Background: an optimization exercise with open tools, aiming at small area. Do not read the settings as production practice.
Only simulation tests tie the RTL to the original design; equivalence was not proved.

**flow/design.v**
```verilog
module CRC32_comb(
	    input       [31:0]  data_i,
      input       [31:0]  initCrc_i,
	    input               select_i,
	    output      [31:0]  crc_o
			);
wire [31:0]CRC_0;
wire [31:0]CRC_1;
assign crc_o = select_i ? CRC_1 : CRC_0;
assign CRC_0[0] 	= initCrc_i[0] ^ initCrc_i[6] ^ initCrc_i[9] ^ initCrc_i[10] ^ initCrc_i[12] ^ initCrc_i[16] ^ initCrc_i[24] ^ initCrc_i[25] ^ initCrc_i[26] ^ initCrc_i[28] ^ initCrc_i[29] ^ initCrc_i[30] ^ initCrc_i[31] ^ data_i[0] ^ data_i[6] ^ data_i[9] ^ data_i[10] ^ data_i[12] ^ data_i[16] ^ data_i[24] ^ data_i[25] ^ data_i[26] ^ data_i[28] ^ data_i[29] ^ data_i[30] ^ data_i[31];
assign CRC_0[1] 	= initCrc_i[0] ^ initCrc_i[1] ^ initCrc_i[6] ^ initCrc_i[7] ^ initCrc_i[9] ^ initCrc_i[11] ^ initCrc_i[12] ^ initCrc_i[13] ^ initCrc_i[16] ^ initCrc_i[17] ^ initCrc_i[24] ^ initCrc_i[27] ^ initCrc_i[28] ^ data_i[0] ^ data_i[1] ^ data_i[6] ^ data_i[7] ^ data_i[9] ^ data_i[11] ^ data_i[12] ^ data_i[13] ^ data_i[16] ^ data_i[17] ^ data_i[24] ^ data_i[27] ^ data_i[28];
assign CRC_0[2] 	= initCrc_i[0] ^ initCrc_i[1] ^ initCrc_i[2] ^ initCrc_i[6] ^ initCrc_i[7] ^ initCrc_i[8] ^ initCrc_i[9] ^ initCrc_i[13] ^ initCrc_i[14] ^ initCrc_i[16] ^ initCrc_i[17] ^ initCrc_i[18] ^ initCrc_i[24] ^ initCrc_i[26] ^ initCrc_i[30] ^ initCrc_i[31] ^ data_i[0] ^ data_i[1] ^ data_i[2] ^ data_i[6] ^ data_i[7] ^ data_i[8] ^ data_i[9] ^ data_i[13] ^ data_i[14] ^ data_i[16] ^ data_i[17] ^ data_i[18] ^ data_i[24] ^ data_i[26] ^ data_i[30] ^ data_i[31];
assign CRC_0[3] 	= initCrc_i[1] ^ initCrc_i[2] ^ initCrc_i[3] ^ initCrc_i[7] ^ initCrc_i[8] ^ initCrc_i[9] ^ initCrc_i[10] ^ initCrc_i[14] ^ initCrc_i[15] ^ initCrc_i[17] ^ initCrc_i[18] ^ initCrc_i[19] ^ initCrc_i[25] ^ initCrc_i[27] ^ initCrc_i[31] ^ data_i[1] ^ data_i[2] ^ data_i[3] ^ data_i[7] ^ data_i[8] ^ data_i[9] ^ data_i[10] ^ data_i[14] ^ data_i[15] ^ data_i[17] ^ data_i[18] ^ data_i[19] ^ data_i[25] ^ data_i[27] ^ data_i[31];
assign CRC_0[4] 	= initCrc_i[0] ^ initCrc_i[2] ^ initCrc_i[3] ^ initCrc_i[4] ^ initCrc_i[6] ^ initCrc_i[8] ^ initCrc_i[11] ^ initCrc_i[12] ^ initCrc_i[15] ^ initCrc_i[18] ^ initCrc_i[19] ^ initCrc_i[20] ^ initCrc_i[24] ^ initCrc_i[25] ^ initCrc_i[29] ^ initCrc_i[30] ^ initCrc_i[31] ^ data_i[0] ^ data_i[2] ^ data_i[3] ^ data_i[4] ^ data_i[6] ^ data_i[8] ^ data_i[11] ^ data_i[12] ^ data_i[15] ^ data_i[18] ^ data_i[19] ^ data_i[20] ^ data_i[24] ^ data_i[25] ^ data_i[29] ^ data_i[30] ^ data_i[31];
assign CRC_0[5] 	= initCrc_i[0] ^ initCrc_i[1] ^ initCrc_i[3] ^ initCrc_i[4] ^ initCrc_i[5] ^ initCrc_i[6] ^ initCrc_i[7] ^ initCrc_i[10] ^ initCrc_i[13] ^ initCrc_i[19] ^ initCrc_i[20] ^ initCrc_i[21] ^ initCrc_i[24] ^ initCrc_i[28] ^ initCrc_i[29] ^ data_i[0] ^ data_i[1] ^ data_i[3] ^ data_i[4] ^ data_i[5] ^ data_i[6] ^ data_i[7] ^ data_i[10] ^ data_i[13] ^ data_i[19] ^ data_i[20] ^ data_i[21] ^ data_i[24] ^ data_i[28] ^ data_i[29];
assign CRC_0[6] 	= initCrc_i[1] ^ initCrc_i[2] ^ initCrc_i[4] ^ initCrc_i[5] ^ initCrc_i[6] ^ initCrc_i[7] ^ initCrc_i[8] ^ initCrc_i[11] ^ initCrc_i[14] ^ initCrc_i[20] ^ initCrc_i[21] ^ initCrc_i[22] ^ initCrc_i[25] ^ initCrc_i[29] ^ initCrc_i[30] ^ data_i[1] ^ data_i[2] ^ data_i[4] ^ data_i[5] ^ data_i[6] ^ data_i[7] ^ data_i[8] ^ data_i[11] ^ data_i[14] ^ data_i[20] ^ data_i[21] ^ data_i[22] ^ data_i[25] ^ data_i[29] ^ data_i[30];
assign CRC_0[7] 	= initCrc_i[0] ^ initCrc_i[2] ^ initCrc_i[3] ^ initCrc_i[5] ^ initCrc_i[7] ^ initCrc_i[8] ^ initCrc_i[10] ^ initCrc_i[15] ^ initCrc_i[16] ^ initCrc_i[21] ^ initCrc_i[22] ^ initCrc_i[23] ^ initCrc_i[24] ^ initCrc_i[25] ^ initCrc_i[28] ^ initCrc_i[29] ^ data_i[0] ^ data_i[2] ^ data_i[3] ^ data_i[5] ^ data_i[7] ^ data_i[8] ^ data_i[10] ^ data_i[15] ^ data_i[16] ^ data_i[21] ^ data_i[22] ^ data_i[23] ^ data_i[24] ^ data_i[25] ^ data_i[28] ^ data_i[29];
assign CRC_0[8] 	= initCrc_i[0] ^ initCrc_i[1] ^ initCrc_i[3] ^ initCrc_i[4] ^ initCrc_i[8] ^ initCrc_i[10] ^ initCrc_i[11] ^ initCrc_i[12] ^ initCrc_i[17] ^ initCrc_i[22] ^ initCrc_i[23] ^ initCrc_i[28] ^ initCrc_i[31] ^ data_i[0] ^ data_i[1] ^ data_i[3] ^ data_i[4] ^ data_i[8] ^ data_i[10] ^ data_i[11] ^ data_i[12] ^ data_i[17] ^ data_i[22] ^ data_i[23] ^ data_i[28] ^ data_i[31];
assign CRC_0[9] 	= initCrc_i[1] ^ initCrc_i[2] ^ initCrc_i[4] ^ initCrc_i[5] ^ initCrc_i[9] ^ initCrc_i[11] ^ initCrc_i[12] ^ initCrc_i[13] ^ initCrc_i[18] ^ initCrc_i[23] ^ initCrc_i[24] ^ initCrc_i[29] ^ data_i[1] ^ data_i[2] ^ data_i[4] ^ data_i[5] ^ data_i[9] ^ data_i[11] ^ data_i[12] ^ data_i[13] ^ data_i[18] ^ data_i[23] ^ data_i[24] ^ data_i[29];
assign CRC_0[10] 	= initCrc_i[0] ^ initCrc_i[2] ^ initCrc_i[3] ^ initCrc_i[5] ^ initCrc_i[9] ^ initCrc_i[13] ^ initCrc_i[14] ^ initCrc_i[16] ^ initCrc_i[19] ^ initCrc_i[26] ^ initCrc_i[28] ^ initCrc_i[29] ^ initCrc_i[31] ^ data_i[0] ^ data_i[2] ^ data_i[3] ^ data_i[5] ^ data_i[9] ^ data_i[13] ^ data_i[14] ^ data_i[16] ^ data_i[19] ^ data_i[26] ^ data_i[28] ^ data_i[29] ^ data_i[31];
assign CRC_0[11] 	= initCrc_i[0] ^ initCrc_i[1] ^ initCrc_i[3] ^ initCrc_i[4] ^ initCrc_i[9] ^ initCrc_i[12] ^ initCrc_i[14] ^ initCrc_i[15] ^ initCrc_i[16] ^ initCrc_i[17] ^ initCrc_i[20] ^ initCrc_i[24] ^ initCrc_i[25] ^ initCrc_i[26] ^ initCrc_i[27] ^ initCrc_i[28] ^ initCrc_i[31] ^ data_i[0] ^ data_i[1] ^ data_i[3] ^ data_i[4] ^ data_i[9] ^ data_i[12] ^ data_i[14] ^ data_i[15] ^ data_i[16] ^ data_i[17] ^ data_i[20] ^ data_i[24] ^ data_i[25] ^ data_i[26] ^ data_i[27] ^ data_i[28] ^ data_i[31];
assign CRC_0[12] 	= initCrc_i[0] ^ initCrc_i[1] ^ initCrc_i[2] ^ initCrc_i[4] ^ initCrc_i[5] ^ initCrc_i[6] ^ initCrc_i[9] ^ initCrc_i[12] ^ initCrc_i[13] ^ initCrc_i[15] ^ initCrc_i[17] ^ initCrc_i[18] ^ initCrc_i[21] ^ initCrc_i[24] ^ initCrc_i[27] ^ initCrc_i[30] ^ initCrc_i[31] ^ data_i[0] ^ data_i[1] ^ data_i[2] ^ data_i[4] ^ data_i[5] ^ data_i[6] ^ data_i[9] ^ data_i[12] ^ data_i[13] ^ data_i[15] ^ data_i[17] ^ data_i[18] ^ data_i[21] ^ data_i[24] ^ data_i[27] ^ data_i[30] ^ data_i[31];
assign CRC_0[13] 	= initCrc_i[1] ^ initCrc_i[2] ^ initCrc_i[3] ^ initCrc_i[5] ^ initCrc_i[6] ^ initCrc_i[7] ^ initCrc_i[10] ^ initCrc_i[13] ^ initCrc_i[14] ^ initCrc_i[16] ^ initCrc_i[18] ^ initCrc_i[19] ^ initCrc_i[22] ^ initCrc_i[25] ^ initCrc_i[28] ^ initCrc_i[31] ^ data_i[1] ^ data_i[2] ^ data_i[3] ^ data_i[5] ^ data_i[6] ^ data_i[7] ^ data_i[10] ^ data_i[13] ^ data_i[14] ^ data_i[16] ^ data_i[18] ^ data_i[19] ^ data_i[22] ^ data_i[25] ^ data_i[28] ^ data_i[31];
assign CRC_0[14] 	= initCrc_i[2] ^ initCrc_i[3] ^ initCrc_i[4] ^ initCrc_i[6] ^ initCrc_i[7] ^ initCrc_i[8] ^ initCrc_i[11] ^ initCrc_i[14] ^ initCrc_i[15] ^ initCrc_i[17] ^ initCrc_i[19] ^ initCrc_i[20] ^ initCrc_i[23] ^ initCrc_i[26] ^ initCrc_i[29] ^ data_i[2] ^ data_i[3] ^ data_i[4] ^ data_i[6] ^ data_i[7] ^ data_i[8] ^ data_i[11] ^ data_i[14] ^ data_i[15] ^ data_i[17] ^ data_i[19] ^ data_i[20] ^ data_i[23] ^ data_i[26] ^ data_i[29];
assign CRC_0[15] 	= initCrc_i[3] ^ initCrc_i[4] ^ initCrc_i[5] ^ initCrc_i[7] ^ initCrc_i[8] ^ initCrc_i[9] ^ initCrc_i[12] ^ initCrc_i[15] ^ initCrc_i[16] ^ initCrc_i[18] ^ initCrc_i[20] ^ initCrc_i[21] ^ initCrc_i[24] ^ initCrc_i[27] ^ initCrc_i[30] ^ data_i[3] ^ data_i[4] ^ data_i[5] ^ data_i[7] ^ data_i[8] ^ data_i[9] ^ data_i[12] ^ data_i[15] ^ data_i[16] ^ data_i[18] ^ data_i[20] ^ data_i[21] ^ data_i[24] ^ data_i[27] ^ data_i[30];
assign CRC_0[16] 	= initCrc_i[0] ^ initCrc_i[4] ^ initCrc_i[5] ^ initCrc_i[8] ^ initCrc_i[12] ^ initCrc_i[13] ^ initCrc_i[17] ^ initCrc_i[19] ^ initCrc_i[21] ^ initCrc_i[22] ^ initCrc_i[24] ^ initCrc_i[26] ^ initCrc_i[29] ^ initCrc_i[30] ^ data_i[0] ^ data_i[4] ^ data_i[5] ^ data_i[8] ^ data_i[12] ^ data_i[13] ^ data_i[17] ^ data_i[19] ^ data_i[21] ^ data_i[22] ^ data_i[24] ^ data_i[26] ^ data_i[29] ^ data_i[30];
assign CRC_0[17] 	= initCrc_i[1] ^ initCrc_i[5] ^ initCrc_i[6] ^ initCrc_i[9] ^ initCrc_i[13] ^ initCrc_i[14] ^ initCrc_i[18] ^ initCrc_i[20] ^ initCrc_i[22] ^ initCrc_i[23] ^ initCrc_i[25] ^ initCrc_i[27] ^ initCrc_i[30] ^ initCrc_i[31] ^ data_i[1] ^ data_i[5] ^ data_i[6] ^ data_i[9] ^ data_i[13] ^ data_i[14] ^ data_i[18] ^ data_i[20] ^ data_i[22] ^ data_i[23] ^ data_i[25] ^ data_i[27] ^ data_i[30] ^ data_i[31];
assign CRC_0[18] 	= initCrc_i[2] ^ initCrc_i[6] ^ initCrc_i[7] ^ initCrc_i[10] ^ initCrc_i[14] ^ initCrc_i[15] ^ initCrc_i[19] ^ initCrc_i[21] ^ initCrc_i[23] ^ initCrc_i[24] ^ initCrc_i[26] ^ initCrc_i[28] ^ initCrc_i[31] ^ data_i[2] ^ data_i[6] ^ data_i[7] ^ data_i[10] ^ data_i[14] ^ data_i[15] ^ data_i[19] ^ data_i[21] ^ data_i[23] ^ data_i[24] ^ data_i[26] ^ data_i[28] ^ data_i[31];
assign CRC_0[19] 	= initCrc_i[3] ^ initCrc_i[7] ^ initCrc_i[8] ^ initCrc_i[11] ^ initCrc_i[15] ^ initCrc_i[16] ^ initCrc_i[20] ^ initCrc_i[22] ^ initCrc_i[24] ^ initCrc_i[25] ^ initCrc_i[27] ^ initCrc_i[29] ^ data_i[3] ^ data_i[7] ^ data_i[8] ^ data_i[11] ^ data_i[15] ^ data_i[16] ^ data_i[20] ^ data_i[22] ^ data_i[24] ^ data_i[25] ^ data_i[27] ^ data_i[29];
assign CRC_0[20] 	= initCrc_i[4] ^ initCrc_i[8] ^ initCrc_i[9] ^ initCrc_i[12] ^ initCrc_i[16] ^ initCrc_i[17] ^ initCrc_i[21] ^ initCrc_i[23] ^ initCrc_i[25] ^ initCrc_i[26] ^ initCrc_i[28] ^ initCrc_i[30] ^ data_i[4] ^ data_i[8] ^ data_i[9] ^ data_i[12] ^ data_i[16] ^ data_i[17] ^ data_i[21] ^ data_i[23] ^ data_i[25] ^ data_i[26] ^ data_i[28] ^ data_i[30];
assign CRC_0[21] 	= initCrc_i[5] ^ initCrc_i[9] ^ initCrc_i[10] ^ initCrc_i[13] ^ initCrc_i[17] ^ initCrc_i[18] ^ initCrc_i[22] ^ initCrc_i[24] ^ initCrc_i[26] ^ initCrc_i[27] ^ initCrc_i[29] ^ initCrc_i[31] ^ data_i[5] ^ data_i[9] ^ data_i[10] ^ data_i[13] ^ data_i[17] ^ data_i[18] ^ data_i[22] ^ data_i[24] ^ data_i[26] ^ data_i[27] ^ data_i[29] ^ data_i[31];
assign CRC_0[22] 	= initCrc_i[0] ^ initCrc_i[9] ^ initCrc_i[11] ^ initCrc_i[12] ^ initCrc_i[14] ^ initCrc_i[16] ^ initCrc_i[18] ^ initCrc_i[19] ^ initCrc_i[23] ^ initCrc_i[24] ^ initCrc_i[26] ^ initCrc_i[27] ^ initCrc_i[29] ^ initCrc_i[31] ^ data_i[0] ^ data_i[9] ^ data_i[11] ^ data_i[12] ^ data_i[14] ^ data_i[16] ^ data_i[18] ^ data_i[19] ^ data_i[23] ^ data_i[24] ^ data_i[26] ^ data_i[27] ^ data_i[29] ^ data_i[31];
assign CRC_0[23] 	= initCrc_i[0] ^ initCrc_i[1] ^ initCrc_i[6] ^ initCrc_i[9] ^ initCrc_i[13] ^ initCrc_i[15] ^ initCrc_i[16] ^ initCrc_i[17] ^ initCrc_i[19] ^ initCrc_i[20] ^ initCrc_i[26] ^ initCrc_i[27] ^ initCrc_i[29] ^ initCrc_i[31] ^ data_i[0] ^ data_i[1] ^ data_i[6] ^ data_i[9] ^ data_i[13] ^ data_i[15] ^ data_i[16] ^ data_i[17] ^ data_i[19] ^ data_i[20] ^ data_i[26] ^ data_i[27] ^ data_i[29] ^ data_i[31];
assign CRC_0[24] 	= initCrc_i[1] ^ initCrc_i[2] ^ initCrc_i[7] ^ initCrc_i[10] ^ initCrc_i[14] ^ initCrc_i[16] ^ initCrc_i[17] ^ initCrc_i[18] ^ initCrc_i[20] ^ initCrc_i[21] ^ initCrc_i[27] ^ initCrc_i[28] ^ initCrc_i[30] ^ data_i[1] ^ data_i[2] ^ data_i[7] ^ data_i[10] ^ data_i[14] ^ data_i[16] ^ data_i[17] ^ data_i[18] ^ data_i[20] ^ data_i[21] ^ data_i[27] ^ data_i[28] ^ data_i[30];
assign CRC_0[25] 	= initCrc_i[2] ^ initCrc_i[3] ^ initCrc_i[8] ^ initCrc_i[11] ^ initCrc_i[15] ^ initCrc_i[17] ^ initCrc_i[18] ^ initCrc_i[19] ^ initCrc_i[21] ^ initCrc_i[22] ^ initCrc_i[28] ^ initCrc_i[29] ^ initCrc_i[31] ^ data_i[2] ^ data_i[3] ^ data_i[8] ^ data_i[11] ^ data_i[15] ^ data_i[17] ^ data_i[18] ^ data_i[19] ^ data_i[21] ^ data_i[22] ^ data_i[28] ^ data_i[29] ^ data_i[31];
assign CRC_0[26] 	= initCrc_i[0] ^ initCrc_i[3] ^ initCrc_i[4] ^ initCrc_i[6] ^ initCrc_i[10] ^ initCrc_i[18] ^ initCrc_i[19] ^ initCrc_i[20] ^ initCrc_i[22] ^ initCrc_i[23] ^ initCrc_i[24] ^ initCrc_i[25] ^ initCrc_i[26] ^ initCrc_i[28] ^ initCrc_i[31] ^ data_i[0] ^ data_i[3] ^ data_i[4] ^ data_i[6] ^ data_i[10] ^ data_i[18] ^ data_i[19] ^ data_i[20] ^ data_i[22] ^ data_i[23] ^ data_i[24] ^ data_i[25] ^ data_i[26] ^ data_i[28] ^ data_i[31];
assign CRC_0[27] 	= initCrc_i[1] ^ initCrc_i[4] ^ initCrc_i[5] ^ initCrc_i[7] ^ initCrc_i[11] ^ initCrc_i[19] ^ initCrc_i[20] ^ initCrc_i[21] ^ initCrc_i[23] ^ initCrc_i[24] ^ initCrc_i[25] ^ initCrc_i[26] ^ initCrc_i[27] ^ initCrc_i[29] ^ data_i[1] ^ data_i[4] ^ data_i[5] ^ data_i[7] ^ data_i[11] ^ data_i[19] ^ data_i[20] ^ data_i[21] ^ data_i[23] ^ data_i[24] ^ data_i[25] ^ data_i[26] ^ data_i[27] ^ data_i[29];
assign CRC_0[28] 	= initCrc_i[2] ^ initCrc_i[5] ^ initCrc_i[6] ^ initCrc_i[8] ^ initCrc_i[12] ^ initCrc_i[20] ^ initCrc_i[21] ^ initCrc_i[22] ^ initCrc_i[24] ^ initCrc_i[25] ^ initCrc_i[26] ^ initCrc_i[27] ^ initCrc_i[28] ^ initCrc_i[30] ^ data_i[2] ^ data_i[5] ^ data_i[6] ^ data_i[8] ^ data_i[12] ^ data_i[20] ^ data_i[21] ^ data_i[22] ^ data_i[24] ^ data_i[25] ^ data_i[26] ^ data_i[27] ^ data_i[28] ^ data_i[30];
assign CRC_0[29] 	= initCrc_i[3] ^ initCrc_i[6] ^ initCrc_i[7] ^ initCrc_i[9] ^ initCrc_i[13] ^ initCrc_i[21] ^ initCrc_i[22] ^ initCrc_i[23] ^ initCrc_i[25] ^ initCrc_i[26] ^ initCrc_i[27] ^ initCrc_i[28] ^ initCrc_i[29] ^ initCrc_i[31] ^ data_i[3] ^ data_i[6] ^ data_i[7] ^ data_i[9] ^ data_i[13] ^ data_i[21] ^ data_i[22] ^ data_i[23] ^ data_i[25] ^ data_i[26] ^ data_i[27] ^ data_i[28] ^ data_i[29] ^ data_i[31];
assign CRC_0[30] 	= initCrc_i[4] ^ initCrc_i[7] ^ initCrc_i[8] ^ initCrc_i[10] ^ initCrc_i[14] ^ initCrc_i[22] ^ initCrc_i[23] ^ initCrc_i[24] ^ initCrc_i[26] ^ initCrc_i[27] ^ initCrc_i[28] ^ initCrc_i[29] ^ initCrc_i[30] ^ data_i[4] ^ data_i[7] ^ data_i[8] ^ data_i[10] ^ data_i[14] ^ data_i[22] ^ data_i[23] ^ data_i[24] ^ data_i[26] ^ data_i[27] ^ data_i[28] ^ data_i[29] ^ data_i[30];
assign CRC_0[31] 	= initCrc_i[5] ^ initCrc_i[8] ^ initCrc_i[9] ^ initCrc_i[11] ^ initCrc_i[15] ^ initCrc_i[23] ^ initCrc_i[24] ^ initCrc_i[25] ^ initCrc_i[27] ^ initCrc_i[28] ^ initCrc_i[29] ^ initCrc_i[30] ^ initCrc_i[31] ^ data_i[5] ^ data_i[8] ^ data_i[9] ^ data_i[11] ^ data_i[15] ^ data_i[23] ^ data_i[24] ^ data_i[25] ^ data_i[27] ^ data_i[28] ^ data_i[29] ^ data_i[30] ^ data_i[31];
assign CRC_1[0]  = initCrc_i[0] ^ initCrc_i[1] ^ initCrc_i[2] ^ initCrc_i[3] ^ initCrc_i[4] ^ initCrc_i[5] ^ initCrc_i[6] ^ initCrc_i[7] ^ initCrc_i[9] ^ initCrc_i[10] ^ initCrc_i[11] ^ initCrc_i[12] ^ initCrc_i[13] ^ initCrc_i[14] ^ initCrc_i[15] ^ initCrc_i[16] ^ initCrc_i[18] ^ initCrc_i[19] ^ initCrc_i[20] ^ initCrc_i[21] ^ initCrc_i[22] ^ initCrc_i[23] ^ initCrc_i[24] ^ initCrc_i[26] ^ initCrc_i[27] ^ initCrc_i[31] ^ data_i[0] ^ data_i[1] ^ data_i[2] ^ data_i[3] ^ data_i[4] ^ data_i[5] ^ data_i[6] ^ data_i[7] ^ data_i[9] ^ data_i[10] ^ data_i[11] ^ data_i[12] ^ data_i[13] ^ data_i[14] ^ data_i[15] ^ data_i[16] ^ data_i[18] ^ data_i[19] ^ data_i[20] ^ data_i[21] ^ data_i[22] ^ data_i[23] ^ data_i[24] ^ data_i[26] ^ data_i[27] ^ data_i[31];
assign CRC_1[1]  = initCrc_i[0] ^ initCrc_i[8] ^ initCrc_i[9] ^ initCrc_i[17] ^ initCrc_i[18] ^ initCrc_i[25] ^ initCrc_i[26] ^ initCrc_i[28] ^ initCrc_i[31] ^ data_i[0] ^ data_i[8] ^ data_i[9] ^ data_i[17] ^ data_i[18] ^ data_i[25] ^ data_i[26] ^ data_i[28] ^ data_i[31];
assign CRC_1[2]  = initCrc_i[1] ^ initCrc_i[9] ^ initCrc_i[10] ^ initCrc_i[18] ^ initCrc_i[19] ^ initCrc_i[26] ^ initCrc_i[27] ^ initCrc_i[29] ^ data_i[1] ^ data_i[9] ^ data_i[10] ^ data_i[18] ^ data_i[19] ^ data_i[26] ^ data_i[27] ^ data_i[29];
assign CRC_1[3]  = initCrc_i[0] ^ initCrc_i[1] ^ initCrc_i[3] ^ initCrc_i[4] ^ initCrc_i[5] ^ initCrc_i[6] ^ initCrc_i[7] ^ initCrc_i[9] ^ initCrc_i[12] ^ initCrc_i[13] ^ initCrc_i[14] ^ initCrc_i[15] ^ initCrc_i[16] ^ initCrc_i[18] ^ initCrc_i[21] ^ initCrc_i[22] ^ initCrc_i[23] ^ initCrc_i[24] ^ initCrc_i[26] ^ initCrc_i[28] ^ initCrc_i[30] ^ initCrc_i[31] ^ data_i[0] ^ data_i[1] ^ data_i[3] ^ data_i[4] ^ data_i[5] ^ data_i[6] ^ data_i[7] ^ data_i[9] ^ data_i[12] ^ data_i[13] ^ data_i[14] ^ data_i[15] ^ data_i[16] ^ data_i[18] ^ data_i[21] ^ data_i[22] ^ data_i[23] ^ data_i[24] ^ data_i[26] ^ data_i[28] ^ data_i[30] ^ data_i[31];
assign CRC_1[4]  = initCrc_i[1] ^ initCrc_i[2] ^ initCrc_i[4] ^ initCrc_i[5] ^ initCrc_i[6] ^ initCrc_i[7] ^ initCrc_i[8] ^ initCrc_i[10] ^ initCrc_i[13] ^ initCrc_i[14] ^ initCrc_i[15] ^ initCrc_i[16] ^ initCrc_i[17] ^ initCrc_i[19] ^ initCrc_i[22] ^ initCrc_i[23] ^ initCrc_i[24] ^ initCrc_i[25] ^ initCrc_i[27] ^ initCrc_i[29] ^ initCrc_i[31] ^ data_i[1] ^ data_i[2] ^ data_i[4] ^ data_i[5] ^ data_i[6] ^ data_i[7] ^ data_i[8] ^ data_i[10] ^ data_i[13] ^ data_i[14] ^ data_i[15] ^ data_i[16] ^ data_i[17] ^ data_i[19] ^ data_i[22] ^ data_i[23] ^ data_i[24] ^ data_i[25] ^ data_i[27] ^ data_i[29] ^ data_i[31];
assign CRC_1[5]  = initCrc_i[0] ^ initCrc_i[1] ^ initCrc_i[4] ^ initCrc_i[8] ^ initCrc_i[10] ^ initCrc_i[12] ^ initCrc_i[13] ^ initCrc_i[17] ^ initCrc_i[19] ^ initCrc_i[21] ^ initCrc_i[22] ^ initCrc_i[25] ^ initCrc_i[27] ^ initCrc_i[28] ^ initCrc_i[30] ^ initCrc_i[31] ^ data_i[0] ^ data_i[1] ^ data_i[4] ^ data_i[8] ^ data_i[10] ^ data_i[12] ^ data_i[13] ^ data_i[17] ^ data_i[19] ^ data_i[21] ^ data_i[22] ^ data_i[25] ^ data_i[27] ^ data_i[28] ^ data_i[30] ^ data_i[31];
assign CRC_1[6]  = initCrc_i[1] ^ initCrc_i[2] ^ initCrc_i[5] ^ initCrc_i[9] ^ initCrc_i[11] ^ initCrc_i[13] ^ initCrc_i[14] ^ initCrc_i[18] ^ initCrc_i[20] ^ initCrc_i[22] ^ initCrc_i[23] ^ initCrc_i[26] ^ initCrc_i[28] ^ initCrc_i[29] ^ initCrc_i[31] ^ data_i[1] ^ data_i[2] ^ data_i[5] ^ data_i[9] ^ data_i[11] ^ data_i[13] ^ data_i[14] ^ data_i[18] ^ data_i[20] ^ data_i[22] ^ data_i[23] ^ data_i[26] ^ data_i[28] ^ data_i[29] ^ data_i[31];
assign CRC_1[7]  = initCrc_i[0] ^ initCrc_i[1] ^ initCrc_i[4] ^ initCrc_i[5] ^ initCrc_i[7] ^ initCrc_i[9] ^ initCrc_i[11] ^ initCrc_i[13] ^ initCrc_i[16] ^ initCrc_i[18] ^ initCrc_i[20] ^ initCrc_i[22] ^ initCrc_i[26] ^ initCrc_i[29] ^ initCrc_i[30] ^ initCrc_i[31] ^ data_i[0] ^ data_i[1] ^ data_i[4] ^ data_i[5] ^ data_i[7] ^ data_i[9] ^ data_i[11] ^ data_i[13] ^ data_i[16] ^ data_i[18] ^ data_i[20] ^ data_i[22] ^ data_i[26] ^ data_i[29] ^ data_i[30] ^ data_i[31];
assign CRC_1[8]  = initCrc_i[0] ^ initCrc_i[3] ^ initCrc_i[4] ^ initCrc_i[7] ^ initCrc_i[8] ^ initCrc_i[9] ^ initCrc_i[11] ^ initCrc_i[13] ^ initCrc_i[15] ^ initCrc_i[16] ^ initCrc_i[17] ^ initCrc_i[18] ^ initCrc_i[20] ^ initCrc_i[22] ^ initCrc_i[24] ^ initCrc_i[26] ^ initCrc_i[30] ^ data_i[0] ^ data_i[3] ^ data_i[4] ^ data_i[7] ^ data_i[8] ^ data_i[9] ^ data_i[11] ^ data_i[13] ^ data_i[15] ^ data_i[16] ^ data_i[17] ^ data_i[18] ^ data_i[20] ^ data_i[22] ^ data_i[24] ^ data_i[26] ^ data_i[30];
assign CRC_1[9]  = initCrc_i[1] ^ initCrc_i[4] ^ initCrc_i[5] ^ initCrc_i[8] ^ initCrc_i[9] ^ initCrc_i[10] ^ initCrc_i[12] ^ initCrc_i[14] ^ initCrc_i[16] ^ initCrc_i[17] ^ initCrc_i[18] ^ initCrc_i[19] ^ initCrc_i[21] ^ initCrc_i[23] ^ initCrc_i[25] ^ initCrc_i[27] ^ initCrc_i[31] ^ data_i[1] ^ data_i[4] ^ data_i[5] ^ data_i[8] ^ data_i[9] ^ data_i[10] ^ data_i[12] ^ data_i[14] ^ data_i[16] ^ data_i[17] ^ data_i[18] ^ data_i[19] ^ data_i[21] ^ data_i[23] ^ data_i[25] ^ data_i[27] ^ data_i[31];
assign CRC_1[10] = initCrc_i[2] ^ initCrc_i[5] ^ initCrc_i[6] ^ initCrc_i[9] ^ initCrc_i[10] ^ initCrc_i[11] ^ initCrc_i[13] ^ initCrc_i[15] ^ initCrc_i[17] ^ initCrc_i[18] ^ initCrc_i[19] ^ initCrc_i[20] ^ initCrc_i[22] ^ initCrc_i[24] ^ initCrc_i[26] ^ initCrc_i[28] ^ data_i[2] ^ data_i[5] ^ data_i[6] ^ data_i[9] ^ data_i[10] ^ data_i[11] ^ data_i[13] ^ data_i[15] ^ data_i[17] ^ data_i[18] ^ data_i[19] ^ data_i[20] ^ data_i[22] ^ data_i[24] ^ data_i[26] ^ data_i[28];
assign CRC_1[11] = initCrc_i[3] ^ initCrc_i[6] ^ initCrc_i[7] ^ initCrc_i[10] ^ initCrc_i[11] ^ initCrc_i[12] ^ initCrc_i[14] ^ initCrc_i[16] ^ initCrc_i[18] ^ initCrc_i[19] ^ initCrc_i[20] ^ initCrc_i[21] ^ initCrc_i[23] ^ initCrc_i[25] ^ initCrc_i[27] ^ initCrc_i[29] ^ data_i[3] ^ data_i[6] ^ data_i[7] ^ data_i[10] ^ data_i[11] ^ data_i[12] ^ data_i[14] ^ data_i[16] ^ data_i[18] ^ data_i[19] ^ data_i[20] ^ data_i[21] ^ data_i[23] ^ data_i[25] ^ data_i[27] ^ data_i[29];
assign CRC_1[12] = initCrc_i[4] ^ initCrc_i[7] ^ initCrc_i[8] ^ initCrc_i[11] ^ initCrc_i[12] ^ initCrc_i[13] ^ initCrc_i[15] ^ initCrc_i[17] ^ initCrc_i[19] ^ initCrc_i[20] ^ initCrc_i[21] ^ initCrc_i[22] ^ initCrc_i[24] ^ initCrc_i[26] ^ initCrc_i[28] ^ initCrc_i[30] ^ data_i[4] ^ data_i[7] ^ data_i[8] ^ data_i[11] ^ data_i[12] ^ data_i[13] ^ data_i[15] ^ data_i[17] ^ data_i[19] ^ data_i[20] ^ data_i[21] ^ data_i[22] ^ data_i[24] ^ data_i[26] ^ data_i[28] ^ data_i[30];
assign CRC_1[13] = initCrc_i[5] ^ initCrc_i[8] ^ initCrc_i[9] ^ initCrc_i[12] ^ initCrc_i[13] ^ initCrc_i[14] ^ initCrc_i[16] ^ initCrc_i[18] ^ initCrc_i[20] ^ initCrc_i[21] ^ initCrc_i[22] ^ initCrc_i[23] ^ initCrc_i[25] ^ initCrc_i[27] ^ initCrc_i[29] ^ initCrc_i[31] ^ data_i[5] ^ data_i[8] ^ data_i[9] ^ data_i[12] ^ data_i[13] ^ data_i[14] ^ data_i[16] ^ data_i[18] ^ data_i[20] ^ data_i[21] ^ data_i[22] ^ data_i[23] ^ data_i[25] ^ data_i[27] ^ data_i[29] ^ data_i[31];
assign CRC_1[14] = initCrc_i[0] ^ initCrc_i[1] ^ initCrc_i[2] ^ initCrc_i[3] ^ initCrc_i[4] ^ initCrc_i[5] ^ initCrc_i[7] ^ initCrc_i[11] ^ initCrc_i[12] ^ initCrc_i[16] ^ initCrc_i[17] ^ initCrc_i[18] ^ initCrc_i[20] ^ initCrc_i[27] ^ initCrc_i[28] ^ initCrc_i[30] ^ initCrc_i[31] ^ data_i[0] ^ data_i[1] ^ data_i[2] ^ data_i[3] ^ data_i[4] ^ data_i[5] ^ data_i[7] ^ data_i[11] ^ data_i[12] ^ data_i[16] ^ data_i[17] ^ data_i[18] ^ data_i[20] ^ data_i[27] ^ data_i[28] ^ data_i[30] ^ data_i[31];
assign CRC_1[15] = initCrc_i[1] ^ initCrc_i[2] ^ initCrc_i[3] ^ initCrc_i[4] ^ initCrc_i[5] ^ initCrc_i[6] ^ initCrc_i[8] ^ initCrc_i[12] ^ initCrc_i[13] ^ initCrc_i[17] ^ initCrc_i[18] ^ initCrc_i[19] ^ initCrc_i[21] ^ initCrc_i[28] ^ initCrc_i[29] ^ initCrc_i[31] ^ data_i[1] ^ data_i[2] ^ data_i[3] ^ data_i[4] ^ data_i[5] ^ data_i[6] ^ data_i[8] ^ data_i[12] ^ data_i[13] ^ data_i[17] ^ data_i[18] ^ data_i[19] ^ data_i[21] ^ data_i[28] ^ data_i[29] ^ data_i[31];
assign CRC_1[16] = initCrc_i[0] ^ initCrc_i[1] ^ initCrc_i[10] ^ initCrc_i[11] ^ initCrc_i[12] ^ initCrc_i[15] ^ initCrc_i[16] ^ initCrc_i[21] ^ initCrc_i[23] ^ initCrc_i[24] ^ initCrc_i[26] ^ initCrc_i[27] ^ initCrc_i[29] ^ initCrc_i[30] ^ initCrc_i[31] ^ data_i[0] ^ data_i[1] ^ data_i[10] ^ data_i[11] ^ data_i[12] ^ data_i[15] ^ data_i[16] ^ data_i[21] ^ data_i[23] ^ data_i[24] ^ data_i[26] ^ data_i[27] ^ data_i[29] ^ data_i[30] ^ data_i[31];
assign CRC_1[17] = initCrc_i[1] ^ initCrc_i[2] ^ initCrc_i[11] ^ initCrc_i[12] ^ initCrc_i[13] ^ initCrc_i[16] ^ initCrc_i[17] ^ initCrc_i[22] ^ initCrc_i[24] ^ initCrc_i[25] ^ initCrc_i[27] ^ initCrc_i[28] ^ initCrc_i[30] ^ initCrc_i[31] ^ data_i[1] ^ data_i[2] ^ data_i[11] ^ data_i[12] ^ data_i[13] ^ data_i[16] ^ data_i[17] ^ data_i[22] ^ data_i[24] ^ data_i[25] ^ data_i[27] ^ data_i[28] ^ data_i[30] ^ data_i[31];
assign CRC_1[18] = initCrc_i[2] ^ initCrc_i[3] ^ initCrc_i[12] ^ initCrc_i[13] ^ initCrc_i[14] ^ initCrc_i[17] ^ initCrc_i[18] ^ initCrc_i[23] ^ initCrc_i[25] ^ initCrc_i[26] ^ initCrc_i[28] ^ initCrc_i[29] ^ initCrc_i[31] ^ data_i[2] ^ data_i[3] ^ data_i[12] ^ data_i[13] ^ data_i[14] ^ data_i[17] ^ data_i[18] ^ data_i[23] ^ data_i[25] ^ data_i[26] ^ data_i[28] ^ data_i[29] ^ data_i[31];
assign CRC_1[19] = initCrc_i[3] ^ initCrc_i[4] ^ initCrc_i[13] ^ initCrc_i[14] ^ initCrc_i[15] ^ initCrc_i[18] ^ initCrc_i[19] ^ initCrc_i[24] ^ initCrc_i[26] ^ initCrc_i[27] ^ initCrc_i[29] ^ initCrc_i[30] ^ data_i[3] ^ data_i[4] ^ data_i[13] ^ data_i[14] ^ data_i[15] ^ data_i[18] ^ data_i[19] ^ data_i[24] ^ data_i[26] ^ data_i[27] ^ data_i[29] ^ data_i[30];
assign CRC_1[20] = initCrc_i[4] ^ initCrc_i[5] ^ initCrc_i[14] ^ initCrc_i[15] ^ initCrc_i[16] ^ initCrc_i[19] ^ initCrc_i[20] ^ initCrc_i[25] ^ initCrc_i[27] ^ initCrc_i[28] ^ initCrc_i[30] ^ initCrc_i[31] ^ data_i[4] ^ data_i[5] ^ data_i[14] ^ data_i[15] ^ data_i[16] ^ data_i[19] ^ data_i[20] ^ data_i[25] ^ data_i[27] ^ data_i[28] ^ data_i[30] ^ data_i[31];
assign CRC_1[21] = initCrc_i[5] ^ initCrc_i[6] ^ initCrc_i[15] ^ initCrc_i[16] ^ initCrc_i[17] ^ initCrc_i[20] ^ initCrc_i[21] ^ initCrc_i[26] ^ initCrc_i[28] ^ initCrc_i[29] ^ initCrc_i[31] ^ data_i[5] ^ data_i[6] ^ data_i[15] ^ data_i[16] ^ data_i[17] ^ data_i[20] ^ data_i[21] ^ data_i[26] ^ data_i[28] ^ data_i[29] ^ data_i[31];
assign CRC_1[22] = initCrc_i[0] ^ initCrc_i[1] ^ initCrc_i[2] ^ initCrc_i[3] ^ initCrc_i[4] ^ initCrc_i[5] ^ initCrc_i[9] ^ initCrc_i[10] ^ initCrc_i[11] ^ initCrc_i[12] ^ initCrc_i[13] ^ initCrc_i[14] ^ initCrc_i[15] ^ initCrc_i[17] ^ initCrc_i[19] ^ initCrc_i[20] ^ initCrc_i[23] ^ initCrc_i[24] ^ initCrc_i[26] ^ initCrc_i[29] ^ initCrc_i[30] ^ initCrc_i[31] ^ data_i[0] ^ data_i[1] ^ data_i[2] ^ data_i[3] ^ data_i[4] ^ data_i[5] ^ data_i[9] ^ data_i[10] ^ data_i[11] ^ data_i[12] ^ data_i[13] ^ data_i[14] ^ data_i[15] ^ data_i[17] ^ data_i[19] ^ data_i[20] ^ data_i[23] ^ data_i[24] ^ data_i[26] ^ data_i[29] ^ data_i[30] ^ data_i[31];
assign CRC_1[23] = initCrc_i[1] ^ initCrc_i[2] ^ initCrc_i[3] ^ initCrc_i[4] ^ initCrc_i[5] ^ initCrc_i[6] ^ initCrc_i[10] ^ initCrc_i[11] ^ initCrc_i[12] ^ initCrc_i[13] ^ initCrc_i[14] ^ initCrc_i[15] ^ initCrc_i[16] ^ initCrc_i[18] ^ initCrc_i[20] ^ initCrc_i[21] ^ initCrc_i[24] ^ initCrc_i[25] ^ initCrc_i[27] ^ initCrc_i[30] ^ initCrc_i[31] ^ data_i[1] ^ data_i[2] ^ data_i[3] ^ data_i[4] ^ data_i[5] ^ data_i[6] ^ data_i[10] ^ data_i[11] ^ data_i[12] ^ data_i[13] ^ data_i[14] ^ data_i[15] ^ data_i[16] ^ data_i[18] ^ data_i[20] ^ data_i[21] ^ data_i[24] ^ data_i[25] ^ data_i[27] ^ data_i[30] ^ data_i[31];
assign CRC_1[24] = initCrc_i[0] ^ initCrc_i[1] ^ initCrc_i[9] ^ initCrc_i[10] ^ initCrc_i[17] ^ initCrc_i[18] ^ initCrc_i[20] ^ initCrc_i[23] ^ initCrc_i[24] ^ initCrc_i[25] ^ initCrc_i[27] ^ initCrc_i[28] ^ data_i[0] ^ data_i[1] ^ data_i[9] ^ data_i[10] ^ data_i[17] ^ data_i[18] ^ data_i[20] ^ data_i[23] ^ data_i[24] ^ data_i[25] ^ data_i[27] ^ data_i[28];
assign CRC_1[25] = initCrc_i[1] ^ initCrc_i[2] ^ initCrc_i[10] ^ initCrc_i[11] ^ initCrc_i[18] ^ initCrc_i[19] ^ initCrc_i[21] ^ initCrc_i[24] ^ initCrc_i[25] ^ initCrc_i[26] ^ initCrc_i[28] ^ initCrc_i[29] ^ data_i[1] ^ data_i[2] ^ data_i[10] ^ data_i[11] ^ data_i[18] ^ data_i[19] ^ data_i[21] ^ data_i[24] ^ data_i[25] ^ data_i[26] ^ data_i[28] ^ data_i[29];
assign CRC_1[26] = initCrc_i[2] ^ initCrc_i[3] ^ initCrc_i[11] ^ initCrc_i[12] ^ initCrc_i[19] ^ initCrc_i[20] ^ initCrc_i[22] ^ initCrc_i[25] ^ initCrc_i[26] ^ initCrc_i[27] ^ initCrc_i[29] ^ initCrc_i[30] ^ data_i[2] ^ data_i[3] ^ data_i[11] ^ data_i[12] ^ data_i[19] ^ data_i[20] ^ data_i[22] ^ data_i[25] ^ data_i[26] ^ data_i[27] ^ data_i[29] ^ data_i[30];
assign CRC_1[27] = initCrc_i[3] ^ initCrc_i[4] ^ initCrc_i[12] ^ initCrc_i[13] ^ initCrc_i[20] ^ initCrc_i[21] ^ initCrc_i[23] ^ initCrc_i[26] ^ initCrc_i[27] ^ initCrc_i[28] ^ initCrc_i[30] ^ initCrc_i[31] ^ data_i[3] ^ data_i[4] ^ data_i[12] ^ data_i[13] ^ data_i[20] ^ data_i[21] ^ data_i[23] ^ data_i[26] ^ data_i[27] ^ data_i[28] ^ data_i[30] ^ data_i[31];
assign CRC_1[28] = initCrc_i[4] ^ initCrc_i[5] ^ initCrc_i[13] ^ initCrc_i[14] ^ initCrc_i[21] ^ initCrc_i[22] ^ initCrc_i[24] ^ initCrc_i[27] ^ initCrc_i[28] ^ initCrc_i[29] ^ initCrc_i[31] ^ data_i[4] ^ data_i[5] ^ data_i[13] ^ data_i[14] ^ data_i[21] ^ data_i[22] ^ data_i[24] ^ data_i[27] ^ data_i[28] ^ data_i[29] ^ data_i[31];
assign CRC_1[29] = initCrc_i[5] ^ initCrc_i[6] ^ initCrc_i[14] ^ initCrc_i[15] ^ initCrc_i[22] ^ initCrc_i[23] ^ initCrc_i[25] ^ initCrc_i[28] ^ initCrc_i[29] ^ initCrc_i[30] ^ data_i[5] ^ data_i[6] ^ data_i[14] ^ data_i[15] ^ data_i[22] ^ data_i[23] ^ data_i[25] ^ data_i[28] ^ data_i[29] ^ data_i[30];
assign CRC_1[30] = initCrc_i[6] ^ initCrc_i[7] ^ initCrc_i[15] ^ initCrc_i[16] ^ initCrc_i[23] ^ initCrc_i[24] ^ initCrc_i[26] ^ initCrc_i[29] ^ initCrc_i[30] ^ initCrc_i[31] ^ data_i[6] ^ data_i[7] ^ data_i[15] ^ data_i[16] ^ data_i[23] ^ data_i[24] ^ data_i[26] ^ data_i[29] ^ data_i[30] ^ data_i[31];
assign CRC_1[31] = initCrc_i[0] ^ initCrc_i[1] ^ initCrc_i[2] ^ initCrc_i[3] ^ initCrc_i[4] ^ initCrc_i[5] ^ initCrc_i[6] ^ initCrc_i[8] ^ initCrc_i[9] ^ initCrc_i[10] ^ initCrc_i[11] ^ initCrc_i[12] ^ initCrc_i[13] ^ initCrc_i[14] ^ initCrc_i[15] ^ initCrc_i[17] ^ initCrc_i[18] ^ initCrc_i[19] ^ initCrc_i[20] ^ initCrc_i[21] ^ initCrc_i[22] ^ initCrc_i[23] ^ initCrc_i[25] ^ initCrc_i[26] ^ initCrc_i[30] ^ data_i[0] ^ data_i[1] ^ data_i[2] ^ data_i[3] ^ data_i[4] ^ data_i[5] ^ data_i[6] ^ data_i[8] ^ data_i[9] ^ data_i[10] ^ data_i[11] ^ data_i[12] ^ data_i[13] ^ data_i[14] ^ data_i[15] ^ data_i[17] ^ data_i[18] ^ data_i[19] ^ data_i[20] ^ data_i[21] ^ data_i[22] ^ data_i[23] ^ data_i[25] ^ data_i[26] ^ data_i[30];
endmodule
module CRC32_top(
    input        						clk_i,
    input        						rst_i,
    input        						edwr_l_i,
    input        						edwr_h_i,
    input       			 			sedrd_i,
    input  			['d8-1:0]  pr_adr_i,
    input				[31:0]  		src_i,
    output 		  [31:0]  		pr_src_o
);
reg [31:0] crc_init;
reg [31:0] dataIn_reg;
reg [31:0] crcOut_reg;
reg [31:0] count_reg;
reg [ 1:0] conf_reg;   
reg dataAv;
reg polyChg;
wire [31:0] crc;
wire rd_crc_dat = pr_adr_i == 8'hA0 && !sedrd_i;
wire rd_crc_cnt = pr_adr_i == 8'hA1 && !sedrd_i;
assign pr_src_o = rd_crc_dat ? crcOut_reg : rd_crc_cnt ? count_reg : 32'b0;
CRC32_comb crc_i
	(
			.data_i(dataIn_reg)
		, .initCrc_i(crc_init)
		, .select_i(conf_reg[0])
		, .crc_o(crc)
  );
always @(posedge clk_i or negedge rst_i)
	begin
		if(~rst_i)
    	begin
				crc_init 		<= 'hFFFFFFFF;
				dataIn_reg 	<= 'b0;
				crcOut_reg  <= 'b0;
				conf_reg 		<= 'b0;
				dataAv 			<= 'b0;
				count_reg 	<= 'b0;
				polyChg 		<= 'b0;
   		end
    else
    	begin
				if (conf_reg[1])
					begin
						dataIn_reg 	<= 'b0;
						conf_reg[1] <= 'b0;
						dataAv 			<= 'b0;
						count_reg 	<= 'b0;
						polyChg 		<= 'b0;
	    			case(conf_reg[0])
							'b0 : 	crc_init <= 'hFFFFFFFF;
							'b1 : 			crc_init <= 'h00000000;
							default : 			crc_init <= 'hFFFFFFFF;
	    			endcase
					end
				else if (polyChg)
					begin
	    			case(conf_reg[0])
							'b0 :
								begin
							    crc_init 	<= 'hFFFFFFFF;
							    count_reg <= 'b0;
							    polyChg 	<= 'b0;
								end
							'b1 :
								begin
								    crc_init 	<= 'h00000000;
								    count_reg <= 'b0;
								    polyChg 	<= 'b0;
								end
							default : 
								begin
							   		crc_init 	<= 'hFFFFFFFF;
							    	count_reg <= 'b0;
							    	polyChg 	<= 'b0;
								end
	    			endcase
					end
				else if (dataAv) 
					begin
			    	crc_init 		<= crc;
			    	crcOut_reg 	<= crc;
			    	count_reg 	<= count_reg + 1'b1;
			    	dataAv 			<= 'b0;
					end
				case(pr_adr_i)
	    		8'hD0 :
	    			begin
							if (~edwr_l_i) dataIn_reg[15:0] 	<= src_i[15:0];
							if (~edwr_h_i) dataIn_reg[31:16] 	<= src_i[31:16];
							dataAv <= (~edwr_l_i | ~edwr_h_i);
	    			end
			    8'hC0:
				    begin
							if (~edwr_l_i) 
								begin
							    polyChg <= conf_reg[0] != src_i[0];
							    conf_reg[1:0] <= src_i[1:0];
								end
				    end
			endcase
    end
	end
endmodule
```
**flow/run.sh**
```bash
#!/bin/bash
# synth_recipe.tcl (not shown) runs the flow's synth.tcl, then flattens the netlist and writes it again
# the make line also repeats each setting of config.mk as NAME=value (left out here)
make -C /OpenROAD-flow-scripts/flow DESIGN_CONFIG=/design/flow/config.mk WORK_HOME=/design/flow/orfs CLKGATE_MAP_FILE= SYNTH_SCRIPT=/design/flow/synth_recipe.tcl finish
```
**flow/config.mk**
```make
export PLATFORM = sky130hd
export DESIGN_NAME = CRC32_top
export DESIGN_NICKNAME = CRC32_top
export VERILOG_FILES = /design/flow/design.v
export SDC_FILE = /design/flow/constraint.sdc
export NUM_CORES = 4
export LEC_CHECK = 0
export CAP_MARGIN = 20
export CORE_MARGIN = 2
export CORE_UTILIZATION = 40
export SLEW_MARGIN = 20
```
**flow/constraint.sdc**
```tcl
create_clock -name core_clock -period 4.0 [get_ports {clk_i}]
set_input_delay 0.8000 -clock core_clock [delete_from_list [all_inputs] [get_ports {clk_i}]]
set_output_delay 0.8000 -clock core_clock [all_outputs]
set_load 0.01 [all_outputs]
```
==> impl_results.md <==
* Status: finished clean
* Endpoint type of the worst setup path: flip-flop
* CTS max path bufs at 2
* Warnings, synthesis at 1
* Cts bufs inserted at 17
* CP required at 4.31 ns
* Skew-Pair Late Insertion Delay at 0.46 ns
* Post-Route Skew at 0.0237 ns
* DR pass1 iterations at 5
* Die area at 0.0357 mm²
* Post-DP HPWL at 39,300 µm
* I/O pin count at 77
* CTS tree: yes
* Netlist cell types at 42
* Initial antenna violation count at 0
* Share of cells above drive strength 1 at 0.131
* Port buffer count at 76
* Seq/Total Area, Yosys at 0.244
* Highest Clock Rate at 280 MHz
* Fin crit share at 0.893
* Count of final setup violators at 0
* H-tree levels at 4
* Avg Inst Size Synth at 10.4 µm²
* Setup_tns at 0 ns
* Routed wire length per instance at 26.6 µm
* Worst hold path class: primary input to asynchronous set/reset pin
* Slew Limit Fails at 0
* Post-route DRC at 0
* CTS root buffer: clkbuf_16
* Largest net degree at the start of global routing at 77
* R2R Path End: crcOut_reg[4]$_DFFE_PN0P_
* Commonest non-fill, non-tap cell in the layout: xnor2_1
* Final nets at 1,444
* Syn_nets at 1,360
* Hold-fix buffers at CTS at 0
* Max_slew headroom at 0.345
* First-pass GRT wire length at 71,800 µm
* Final Hold Fails at 0
* Period minus WS final at 3.57 ns
* Final core utilization at 0.472
* Reg2reg path depth at 8
* Max cap viols at 0
* Worst EP arrival at 3.88 ns
* Die Y-Extent at 189 µm
* RSZ-0062 raised after global routing: false
* Vias in the first global route at 9,962
* Worst Setup Slack, final at 0.427 ns
* Most frequent cells in the layout: xnor2_1, xor2_1, nand2_1
* Via count at 10,000
* Drt initial violations at 1,013
* Tightest Pin Transition at 0.976 ns
* Rows at 67
* CTS sink count at 132
* GRT Resource Usage Total at 0.283
* Cells after Synth at 1,314
* Vias/cell at 5.41
* CP Max Fanout at 8
* R2R Setup Slk at 0.43 ns
* Synthesis-to-finish area growth at 16.0%
* Overflow after GRT at 0
* Number of diodes at 0
* Setup bufs post-CTS at 0
* Synthesized flop and latch total at 132
* Die W at 189 µm
* RD Place Congestion at 1.11
* Antenna-violating nets left at 0
* Drt total wl at 49,400 µm
* DP Worst Slack at 0.400 ns
* Critical path class: flip-flop to flip-flop
* Critical path launch point type: flip-flop
* Reg-to-Reg Start: crc_init[12]$_DFFE_PN1P_
* Post-Syn Area at 0.0137 mm²
* Post-cts resize count at 0
* Initial Util at 0.407
* Clock transition at the registers of the reported paths at 0.07 ns
* Core area at 0.0336 mm²
## layer usage
metal  track usage  part of all wire
met3        0.0584             0.085
met4         0.116             0.043
met5             0                 0
met2         0.440              0.44
met1         0.385              0.43
## area by class of cell
cell class	instances	area, µm²
Timing Repair Buffer	154	1360
Tap cell	448	561
Clock inverter	13	198
Clock buffer	19	433
Inverter	5	18.8
Fill cell	3180	17700
Multi-Input combinational cell	1088	9970
Sequential cell	132	3340
## stage by stage
stage               area, µm²  instances  hold slack, ns
finish                  15900       1859           0.324
detailed placement      15200       1827           0.472
CTS                     15900       1859           0.344
global route            15900       1859           0.370
floorplan               13700       1314           0.445
global placement        15200       1827           0.469
## worst max path at each step
| stage | endpoint | start | slack (ns) | cells after the start |
|---|---|---|---|---|
| final | crcOut_reg[4]$_DFFE_PN0P_ | crc_init[12]$_DFFE_PN1P_ | 0.43 | 8 |
| after global routing | pr_src_o[9] | pr_adr_i[3] | 0.28 | 6 |
| after CTS | pr_src_o[15] | pr_adr_i[1] | 0.40 | 6 |
| after detailed placement | pr_src_o[15] | pr_adr_i[1] | 0.40 | 6 |
| after global placement | crcOut_reg[4]$_DFFE_PN0P_ | crc_init[12]$_DFFE_PN1P_ | 0.48 | 8 |
| after floorplan | crc_init[23]$_DFFE_PN1P_ | crc_init[17]$_DFFE_PN1P_ | 1.21 | 10 |
## critical path, cell delays in order, from the launching register on
cell and delay, ns:
dfstp_2 0.79, xor3_1 0.58, xnor3_1 0.46, xnor2_1 0.45, xnor3_1 0.47, mux2i_1 0.24
xnor2_1 0.19, buf_4 0.18, o21ai_0 0.07
## synth_stat cells
cell type,count,area [µm²]
xnor3_2,1,23.8
mux2_2,6,67.6
or3_1,3,18.8
inv_1,5,18.8
nand3_1,9,45.0
xnor3_1,108,2430
xnor2_4,5,138
and2_1,1,6.26
xor2_1,119,1040
nor3b_1,1,7.51
xnor2_2,16,260
xor2_2,3,48.8
nand4_1,8,50.1
xor3_1,10,238
nand2b_1,31,194
buf_1,8,30.0
nand2_1,116,435
or2_2,1,6.26
o21ai_0,90,450
a211o_1,1,8.76
nor4b_1,2,17.5
o31ai_1,2,15.0
a211oi_1,1,7.51
buf_6,1,11.3
clkbuf_1,45,169
a21oi_1,36,180
and4_1,1,8.76
dfstp_2,32,841
buf_2,34,170
o21ai_1,2,10.0
xor3_4,1,27.5
ha_1,1,12.5
a21oi_2,1,8.76
nor2_1,74,278
nor3_1,3,15.0
dfrtp_1,100,2500
buf_4,1,7.51
xnor3_4,1,26.3
nor4_1,1,6.26
mux2i_1,59,591
xnor2_1,367,3210
and3_1,7,43.8
## cells by family after synthesis
| kind of cell | count (synthesis) | synth area share |
|---|---|---|
| buffers and inverters | 94 | 0.0297 |
| muxes | 65 | 0.0481 |
| adders and majority gates | 1 | 0.000914 |
| and+or+nand+nor | 258 | 0.0827 |
| AOI/OAI and AO/OA | 133 | 0.0497 |
| xor gates and xnor gates | 631 | 0.544 |
| DFF | 132 | 0.244 |

-- re-timing with driven ports --
How much do the figures lean on ideal ports? The routed layout below was timed once more, with nothing changed but the port constraints. Step 1: set_driving_cell puts a clkbuf_16 on clk_i and a buf_2 on each other input, an assumption about the parent block. Step 2 adds t to the input delays and takes it off the output delays; t is the mean of the earliest and latest rising clock arrival at the registers after step 1. Input paths then give back, and output paths get back, about the clock's delay inside the block. Three values: ideal ports, drivers, drivers and shift; two values: the first two.
t, ns: 0.497
setup slack, ns: 0.427 / 0.411 / 0.411
latest minus earliest clock arrival (ns): 0.024 / 0.024
worst data-port slew with drivers (ns): 0.04
cell pins on the clock port's net: 1
After both steps setup and hold are still met in this run. For this run, drivers alone change the setup slack by -0.016 ns; drivers and shift together by -0.016 ns.
